This is an optimization exercise on Yosys and OpenROAD, whose aim is small area and a short achievable clock period, not a production implementation.
Function was checked by simulation only, so behaviour that the tests miss may differ from the original.
The flow treats the clock pin as an ideal source, which a real chip does not have.

Design fir_32nd, start of the top module:
module fir_32nd (
    input clk,
    input reset,
    input signed [15:0] data_in,
    output reg signed [15:0] filtered_output
);
Settings: LEC_CHECK=0, CAP_MARGIN=20, CORE_MARGIN=2, CORE_UTILIZATION=60, CTS_CLUSTER_DIAMETER=120, CTS_CLUSTER_SIZE=16, SLEW_MARGIN=20, SYNTH_HIERARCHICAL=1, TNS_END_PERCENT=5; clock period 15.0 ns.
standard.sh (not shown) runs the stock make flow with config.mk's settings and CLKGATE_MAP_FILE= SYNTH_SCRIPT=/design/flow/synth_recipe.tcl, a recipe that flattens the netlist after the stock synthesis.
==> flow/flow/run.sh <==
#!/bin/bash
# Own flow: the standard synthesis, then the standard ORFS steps with
# buf_4 port buffers, no delay cells in buffering, the reset net rebuilt
# as a balanced buffer tree after placement (flow/reset_tree.tcl), and a
# larger setup margin so timing repair works on the paths that set the
# achieved period. CTS_ARGS picks smaller leaf clock buffers.
set -e
H=$PWD/flow/hook.tcl
bash standard.sh synth > synth.log 2>&1
bash standard.sh SETUP_SLACK_MARGIN=11.2 BUFFER_PORTS_ARGS="-buffer_cell sky130_fd_sc_hd__buf_4" \
  PRE_GLOBAL_PLACE_TCL=$H PRE_RESIZE_TCL=$H POST_RESIZE_TCL=$PWD/flow/reset_tree.tcl PRE_CTS_TCL=$H PRE_GLOBAL_ROUTE_TCL=$H \
  CTS_ARGS="-sink_clustering_enable -repair_clock_nets -sink_clustering_size 12 -sink_clustering_max_diameter 100 -sink_clustering_buffer sky130_fd_sc_hd__clkbuf_8 -root_buf sky130_fd_sc_hd__clkbuf_16 -buf_list sky130_fd_sc_hd__clkbuf_16 -dont_use_dummy_load" finish > layout.log 2>&1
Other scripts of this flow, unchanged in this note and not shown: flow/flow/hook.tcl, flow/flow/reset_tree.tcl
Change:
--- a/flow/flow/run.sh
+++ b/flow/flow/run.sh
@@ -10 +10 @@
-bash standard.sh SETUP_SLACK_MARGIN=11.2 BUFFER_PORTS_ARGS="-buffer_cell sky130_fd_sc_hd__buf_4" \
+bash standard.sh SETUP_SLACK_MARGIN=11 BUFFER_PORTS_ARGS="-buffer_cell sky130_fd_sc_hd__buf_4" \
--- a/flow/config.mk
+++ b/flow/config.mk
@@ -10 +10 @@
-export CORE_UTILIZATION = 60
+export CORE_UTILIZATION = 70
Final area drops by 1.2%.
Sequential share of layout area climbs by 0.20 points.
Worst setup slack is worse by 0.017 ns.
Change:
--- a/flow/config.mk
+++ b/flow/config.mk
@@ -10 +10 @@
-export CORE_UTILIZATION = 70
+export CORE_UTILIZATION = 60
The new run finished with timing, DRC and antenna clean; sequential cell count stays the same; routed wire length rose by about 1.6%.

lagoon:
Starting RTL as in the previous note.
clock: 15.0 ns
lec_check: 0
cap_margin: 20
core_margin: 2
core_utilization: 60
cts_cluster_diameter: 120
cts_cluster_size: 16
slew_margin: 20
synth_hierarchical: 1
tns_end_percent: 5
==> flow/flow/run.sh <==
#!/bin/bash
# Own flow: the standard synthesis, then the standard ORFS steps with
# buf_4 port buffers, no delay cells in buffering, the reset net rebuilt
# as a balanced buffer tree after placement (flow/reset_tree.tcl), and a
# larger setup margin so timing repair works on the paths that set the
# achieved period. CTS_ARGS picks smaller leaf clock buffers.
set -e
H=$PWD/flow/hook.tcl
bash standard.sh synth > synth.log 2>&1
bash standard.sh SETUP_SLACK_MARGIN=11 BUFFER_PORTS_ARGS="-buffer_cell sky130_fd_sc_hd__buf_4" \
  PRE_GLOBAL_PLACE_TCL=$H PRE_RESIZE_TCL=$H POST_RESIZE_TCL=$PWD/flow/reset_tree.tcl PRE_CTS_TCL=$H PRE_GLOBAL_ROUTE_TCL=$H \
  CTS_ARGS="-sink_clustering_enable -repair_clock_nets -sink_clustering_size 12 -sink_clustering_max_diameter 100 -sink_clustering_buffer sky130_fd_sc_hd__clkbuf_8 -root_buf sky130_fd_sc_hd__clkbuf_16 -buf_list sky130_fd_sc_hd__clkbuf_16 -dont_use_dummy_load" finish > layout.log 2>&1
==> flow/flow/reset_tree.tcl <==
# Rebuild the asynchronous reset net as a balanced two-level buffer tree.
# The reset port's buffer drives the inverter that makes the active-low
# RESET_B/SET_B signal; every buffer below that inverter is removed and
# the flip-flops are re-clustered by recursive bisection of their
# locations: leaf buffers drive up to LEAF pins, mid buffers drive up to
# MID leaf buffers, and the inverter drives the mid buffers.
# (This file is sourced from inside a proc: keep state in ::rt.)
namespace eval rt {}
set ::rt::LEAF 24
set ::rt::MID 8
set ::rt::block [ord::get_db_block]
set ::rt::db [ord::get_db]

proc is_async_pin {it} {
  set n [[$it getMTerm] getName]
  return [expr {$n eq "RESET_B" || $n eq "SET_B"}]
}
proc is_buf {inst} {
  set m [[$inst getMaster] getName]
  return [expr {[string match "sky130_fd_sc_hd__buf_*" $m] || [string match "sky130_fd_sc_hd__clkbuf_*" $m]}]
}
proc out_iterm {inst} {
  foreach it [$inst getITerms] {
    if {[$it isOutputSignal]} { return $it }
  }
  return ""
}

# root: the net driven by the inverter fed from the reset port's buffer
set rport [$::rt::block findBTerm reset]
set pnet [$rport getNet]
set root ""
set inv ""
foreach it [$pnet getITerms] {
  set b [$it getInst]
  set bo [out_iterm $b]
  if {$bo eq ""} continue
  foreach it2 [[$bo getNet] getITerms] {
    if {[$it2 isInputSignal]} {
      set m [[[$it2 getInst] getMaster] getName]
      if {[string match "*inv*" $m]} { set inv [$it2 getInst]; set root [[out_iterm $inv] getNet] }
    }
  }
}
if {$root eq ""} { puts "reset_tree: root not found"; return }

# collect sinks and the buffers between the root and the sinks
set ::rt::sinks {}
set ::rt::bufs {}
set ::rt::nets {}
proc ::rt::walk {net} {
  foreach it [$net getITerms] {
    if {![$it isInputSignal]} continue
    set inst [$it getInst]
    if {[is_async_pin $it]} {
      lappend ::rt::sinks $it
    } elseif {[is_buf $inst]} {
      lappend ::rt::bufs $inst
      set o [[out_iterm $inst] getNet]
      lappend ::rt::nets $o
      ::rt::walk $o
    } else {
      puts "reset_tree: unexpected load [$inst getName]/[[$it getMTerm] getName]"
    }
  }
}
::rt::walk $root
set sinks $::rt::sinks
puts "reset_tree: [llength $sinks] sinks, removing [llength $::rt::bufs] buffers"
if {[llength $sinks] == 0} { return }
foreach it $sinks { $it disconnect }
foreach b $::rt::bufs { odb::dbInst_destroy $b }
foreach n $::rt::nets { odb::dbNet_destroy $n }

proc loc {it} {
  set bb [[$it getInst] getBBox]
  return [list [expr {([$bb xMin] + [$bb xMax]) / 2}] [expr {([$bb yMin] + [$bb yMax]) / 2}]]
}
# recursive bisection of {x y payload} items into groups of at most n
proc bisect {items n} {
  if {[llength $items] <= $n} { return [list $items] }
  set xs [lsort -integer [lmap i $items {lindex $i 0}]]
  set ys [lsort -integer [lmap i $items {lindex $i 1}]]
  set k [expr {([lindex $xs end] - [lindex $xs 0]) >= ([lindex $ys end] - [lindex $ys 0]) ? 0 : 1}]
  set s [lsort -integer -index $k $items]
  set h [expr {[llength $s] / 2}]
  return [concat [bisect [lrange $s 0 [expr {$h - 1}]] $n] [bisect [lrange $s $h end] $n]]
}
proc centroid {grp} {
  set sx 0; set sy 0
  foreach i $grp { incr sx [lindex $i 0]; incr sy [lindex $i 1] }
  set c [llength $grp]
  return [list [expr {$sx / $c}] [expr {$sy / $c}]]
}
set ::rt::cnt 0
proc add_buf {master xy innet} {
  set name "rsttree_$::rt::cnt"
  incr ::rt::cnt
  set inst [odb::dbInst_create $::rt::block [$::rt::db findMaster $master] $name]
  $inst setLocation [lindex $xy 0] [lindex $xy 1]
  $inst setPlacementStatus PLACED
  set net [odb::dbNet_create $::rt::block "${name}_o"]
  [$inst findITerm A] connect $innet
  [$inst findITerm X] connect $net
  return [list $inst $net]
}

set items [lmap it $sinks {concat [loc $it] [list $it]}]
set leaves {}
foreach grp [bisect $items $::rt::LEAF] {
  set xy [centroid $grp]
  lassign [add_buf sky130_fd_sc_hd__buf_2 $xy $root] inst net
  foreach i $grp { [lindex $i 2] connect $net }
  lappend leaves [concat $xy [list $inst]]
}
foreach grp [bisect $leaves $::rt::MID] {
  set xy [centroid $grp]
  lassign [add_buf sky130_fd_sc_hd__buf_8 $xy $root] inst net
  foreach i $grp {
    set a [[lindex $i 2] findITerm A]
    $a disconnect
    $a connect $net
  }
}
$inv swapMaster [$::rt::db findMaster sky130_fd_sc_hd__inv_8]
puts "reset_tree: built [llength $leaves] leaf buffers, $::rt::cnt buffers in all"
Other scripts of this flow, unchanged in this note and not shown: flow/flow/hook.tcl
lagoon finished all stages; the layout is clean.
The following lists how maple was set up differently from lagoon:
Settings: swapping 5 for 20 in TNS_END_PERCENT.
--- a/flow/flow/reset_tree.tcl
+++ b/flow/flow/reset_tree.tcl
@@ -9 +9 @@
-set ::rt::LEAF 24
+set ::rt::LEAF 20
@@ -112 +112 @@
-  lassign [add_buf sky130_fd_sc_hd__buf_2 $xy $root] inst net
+  lassign [add_buf sky130_fd_sc_hd__buf_4 $xy $root] inst net
Notes after the runs:
- The global-route total usage across every layer was comparable across maple and lagoon.
- Worst setup slack of lagoon is on par with maple.
- Compared maple against lagoon; simple-gate share of the synthesized area within noise.

afterwards: timing with drivers on the ports:
How much do the figures lean on ideal ports? The routed layouts below were timed once more, with nothing changed but the port constraints. Step 1 assumes that a clkbuf_16 drives the clock port and a buf_2 every other input. Step 2 moves the port delays by t, midway between the first and last clock arrival at a register: inputs arrive t later, outputs are due t later. That takes back most of the time a late clock gives input paths. Slacks: ideal / step 1 / step 2; pairs: ideal / step 1.
| run | t (ns) | setup WS [ns] | clock arrival spread, ns |
|---|---|---|---|
| the first run of note 1 | 0.639 | 10.902 / 10.837 / 10.948 | 0.043 / 0.043 |
| the second run of note 1 | 0.635 | 10.886 / 10.824 / 10.891 | 0.049 / 0.050 |
| the third run of note 1 | 0.637 | 10.902 / 10.838 / 10.940 | 0.044 / 0.045 |
| lagoon | 0.647 | 10.902 / 10.834 / 10.937 | 0.037 / 0.037 |
| maple | 0.639 | 10.904 / 10.839 / 10.984 | 0.044 / 0.043 |
After both steps every run listed still meets setup and hold.
